This design comes from an exercise in tuning for small area on the open sky130 flow, not from production work. Function was checked by simulation only, so behaviour that the tests miss may differ from the original. Power and IR drop assume default switching activity.

## S
==> flow/design.v <==
`timescale 1ns / 1ps
module stopWatch(
seg, an,
sel, adj, rst, pause, clk
    );
    input sel;
    input adj;
    input rst;
    input pause;
    input clk;
    output [6:0] seg;
    output [3:0] an;
    reg [1:0] a;    
    reg [2:0] b;    
    reg [1:0] p;
    reg [4:0] g;
    reg [1:0] H;
    reg       blank;
    reg       pend;
    reg [3:0] so;
    reg [2:0] st;
    reg [3:0] mo;
    reg [2:0] mt;
    wire b4     = b[2] & ~b[1];
    wire scan   = a[1] & ~a[0] & b4;       
    wire tick_r = ~a[1] & a[0] & b4;       
    wire p3     = p[1] & p[0];
    wire g24    = g[4] & g[3];             
    wire ns     = g24 & g[0];              
    wire q99    = g24 & p3;                
    wire qT     = q99 & ~(H[1] & H[0]);
    wire q199   = ~H[1] & H[0];
    wire ev     = tick_r & qT & ~pause & (adj ? ~q199 : q199);
    wire sec_f  = ~adj | sel;
    wire so9    = so[3] & so[0];
    wire st5    = st[2] & st[0];
    wire mo9    = mo[3] & mo[0];
    wire e_so   = scan & pend;
    wire e_st   = ev & so9 & sec_f;
    wire e_mo   = ev & (adj ? ~sel : (so9 & st5));
    wire e_mt   = e_mo & mo9;
    wire [1:0] npos = {p[1] ^ p[0], ~p[0]};
    wire g_ge13 = g[4] | (g[3] & g[2] & (g[1] | g[0]));
    wire g12    = ~g[4] & g[3] & g[2] & ~g[1] & ~g[0];
    wire blink  = (g_ge13 | (g12 & (p[1] | p[0]))) & ~q99;
    always @(posedge clk) begin
        if (rst) begin
            a <= 2'b11;
            b <= 3'b000;
            p <= 2'd3;
            g <= 5'd31;
            H <= 2'd3;
            blank <= 1'b1;
            pend <= 1'b0;
            so <= 4'd0;
            st <= 3'd0;
            mo <= 4'd0;
            mt <= 3'd0;
        end else begin
            a <= {a[0], ~a[1]};
            b <= {b[1:0], ~b[2] & ~b[1]};
            if (scan) begin
                p <= npos;
                if (p3) begin
                    g[0] <= ~g24 & ~g[0];
                    g[1] <= ~g24 & (g[1] ^ g[0]);
                    g[2] <= ~g24 & (g[2] ^ (g[1] & g[0]));
                    g[3] <= ~g24 & (g[3] ^ (g[2] & g[1] & g[0]));
                    g[4] <= ~g24 & (g[4] | (g[3] & g[2] & g[1] & g[0]));
                    if (g24)
                        H <= {H[1] ^ H[0], ~H[0]};
                end
                blank <= adj & (sel == npos[1]) & ~blink;
            end
            if (tick_r)
                pend <= ev & sec_f;
            so[0] <= so[0] ^ e_so;
            so[1] <= so[1] ^ (e_so & so[0] & ~so[3]);
            so[2] <= so[2] ^ (e_so & so[0] & so[1]);
            so[3] <= (so[3] & ~(e_so & so[0])) | (e_so & so[0] & so[1] & so[2]);
            st[0] <= st[0] ^ e_st;
            st[1] <= st[1] ^ (e_st & st[0] & ~st[2]);
            st[2] <= st[2] ^ (e_st & st[0] & (st[1] | st[2]));
            mo[0] <= mo[0] ^ e_mo;
            mo[1] <= mo[1] ^ (e_mo & mo[0] & ~mo[3]);
            mo[2] <= mo[2] ^ (e_mo & mo[0] & mo[1]);
            mo[3] <= (mo[3] & ~(e_mo & mo[0])) | (e_mo & mo[0] & mo[1] & mo[2]);
            mt[0] <= mt[0] ^ e_mt;
            mt[1] <= mt[1] ^ (e_mt & mt[0] & ~mt[2]);
            mt[2] <= mt[2] ^ (e_mt & mt[0] & (mt[1] | mt[2]));
        end
    end
    wire s0 = ~p[1] & ~p[0];
    wire s1 = ~p[1] &  p[0];
    wire s2 =  p[1] & ~p[0];
    wire s3 =  p[1] &  p[0];
    wire d0 = (s0 & mt[0]) | (s1 & mo[0]) | (s2 & st[0]) | (s3 & so[0]);
    wire d1 = (s0 & mt[1]) | (s1 & mo[1]) | (s2 & st[1]) | (s3 & so[1]);
    wire d2 = (s0 & mt[2]) | (s1 & mo[2]) | (s2 & st[2]) | (s3 & so[2]);
    wire d3 = (s1 & mo[3]) | (s3 & so[3]);
    wire t1 = ~d3 & ~d2 & ~d1 & d0;        
    wire t4 = d2 & ~d1 & ~d0;              
    wire t7 = d2 & d1 & d0;                
    wire a_off = t1 | t4;                  
    wire b_off = d2 & (d1 ^ d0);           
    wire c_off = ~d2 & d1 & ~d0;           
    wire d_off = t1 | t4 | t7;             
    wire e_off = d0 | (d2 & ~d1);          
    wire f_off = (~d3 & ~d2 & (d1 | d0)) | (d1 & d0);   
    wire g_off = (~d3 & ~d2 & ~d1) | t7;   
    assign seg = {7{blank}} | {g_off, f_off, e_off, d_off, c_off, b_off, a_off};
    assign an = ~({s0, s1, s2, s3} & {4{~ns}});
endmodule
Settings: LEC_CHECK=0, CAP_MARGIN=20, CORE_MARGIN=2, CORE_UTILIZATION=40, SLEW_MARGIN=20; clock period 10.0 ns.
standard.sh (not shown) runs the stock make flow with config.mk's settings and CLKGATE_MAP_FILE= SYNTH_SCRIPT=/design/flow/synth_recipe.tcl, a recipe that flattens the netlist after the stock synthesis.
==> flow/flow/run.sh <==
#!/bin/bash
# Layout flow: the standard ORFS flow (standard.sh) with area-oriented choices.
#  - Synthesis is the standard flow's synthesis script unchanged except for the ABC step: the
#    combinational logic is mapped with an area-oriented ABC script, and Yosys's
#    adder extraction (ADDER_MAP_FILE) is off. The registers come out of the
#    steps before ABC, so they are the standard synthesis's registers. Several
#    ABC scripts (flow/abc*.abc) are tried; the one giving the least cell area
#    is used for the layout.
#  - Port buffers use the smallest buffer (buf_1).
#  - CTS uses small clock buffers and no dummy loads.
# Each tool's output goes to a log file in this folder.
set -euo pipefail
W=$PWD

make_scripts() {  # $1 = tag, $2 = abc script, $3 = work home
  sed "s#log_cmd abc {\*}\$abc_args#log_cmd abc -script $2 {*}[lrange \$abc_args 2 end]#" \
      $FLOW_HOME/scripts/synth.tcl > $W/synth_$1.tcl
  grep -q "$2" $W/synth_$1.tcl
  sed "s#\$::env(SCRIPTS_DIR)/synth.tcl#$W/synth_$1.tcl#" $W/synth_recipe.tcl > $W/synth_recipe_$1.tcl
  grep -q "synth_$1.tcl" $W/synth_recipe_$1.tcl
  sed -e "s#SYNTH_SCRIPT=[^ ]*#SYNTH_SCRIPT=$W/synth_recipe_$1.tcl#" \
      -e "s#WORK_HOME=[^ ]*#WORK_HOME=$3#" $W/standard.sh > $W/standard_$1.sh
  grep -q "synth_recipe_$1.tcl" $W/standard_$1.sh
}

# 1. try the ABC scripts
tags=()
for f in $W/flow/abc*.abc; do
  t=$(basename $f .abc)
  tags+=($t)
  make_scripts $t $f $W/try_$t
  (bash $W/standard_$t.sh ADDER_MAP_FILE= synth > $W/synth_try_$t.log 2>&1 || true) &
done
wait
best=""; best_area=""
for t in "${tags[@]}"; do
  stat=$W/try_$t/reports/$FLOW_PLATFORM/stopWatch/base/synth_stat.txt
  net=$W/try_$t/results/$FLOW_PLATFORM/stopWatch/base/1_2_yosys.v
  [[ -f $stat && -f $net ]] || continue
  a=$(awk '/Chip area/ {print $NF}' $stat | tail -1)
  # every register must carry its RTL name (as the standard synthesis names it)
  anon=$(grep -o 'sky130_fd_sc_hd__df[a-z]*_[0-9]* [^ ]*' $net | grep -vc '\$_' || true)
  echo "abc script $t: area $a, unnamed registers $anon" | tee -a $W/choice.log
  [[ "$anon" == "0" ]] || continue
  if [[ -z "$best" ]] || awk "BEGIN{exit !($a < $best_area)}"; then best=$t; best_area=$a; fi
done
[[ -n "$best" ]]
echo "chosen: $best ($best_area)" | tee -a $W/choice.log

# 2. the layout, with the chosen script
make_scripts main $W/flow/$best.abc $W/orfs
bash $W/standard_main.sh ADDER_MAP_FILE= \
    "BUFFER_PORTS_ARGS=-buffer_cell sky130_fd_sc_hd__buf_1" \
    "CTS_ARGS=-sink_clustering_enable -repair_clock_nets -dont_use_dummy_load -buf_list sky130_fd_sc_hd__clkbuf_4 -root_buf sky130_fd_sc_hd__clkbuf_4" \
    finish > $W/flow_make.log 2>&1
rm -rf $W/try_*
Other scripts of this flow, unchanged in this note and not shown: flow/flow/abc1.abc, flow/flow/abc2.abc, flow/flow/abc3.abc, flow/flow/abc4.abc, flow/flow/abc5.abc, flow/flow/abc6.abc
Edits applied to the flow inputs when going from S to Q:
# S
export LEC_CHECK = 0
export CAP_MARGIN = 20
export CORE_MARGIN = 2
export CORE_UTILIZATION = 40
export SLEW_MARGIN = 20
create_clock -name core_clock -period 10.0 [get_ports {clk}]
# Q
export LEC_CHECK = 0
export CAP_MARGIN = 20
export CORE_MARGIN = 2
export CORE_UTILIZATION = 70
export SLEW_MARGIN = 20
create_clock -name core_clock -period 10.0 [get_ports {clk}]
- On overall routed net length, the lower figure sits with S, not Q.
- Diff Q and S: post-route minimum period lower in S
- Looking at overall power across both flows, Q is the weaker of the two, with S ahead.
- Relative to S, the fraction of met3 tracks used by global routing of Q is higher by 3.6 points.
- Diff S -> Q: iteration-0 DRC count of the detailed router -about 13%; largest vdd supply drop +60%; met2 wirelength from detailed routing +14%; final standard cell area without fillers -1.6%.

-- separate check: timing with driven ports --
The flow's constraints put no driver on any port. The routed layouts listed below were extracted and timed again, unchanged, in two steps. Step 1: set_driving_cell puts a clkbuf_16 on clk and a buf_2 on each other input, an assumption about the parent block. Step 2 also shifts input and output timing later by t, the mid clock arrival at the registers, as if the neighbouring blocks saw the same clock. a / b / c = no drivers / after step 1 / after step 2; a / b = the first two.
run | shift t [ns] | setup WS [ns] | worst register clock-pin slew, ns | worst data-port slew with drivers (ns)
S | 0.336 | 5.785 / 5.763 / 6.099 | 0.09 / 0.09 | 0.03
Q | 0.337 | 5.762 / 5.742 / 6.079 | 0.09 / 0.09 | 0.03
After both steps every run listed still meets setup and hold.
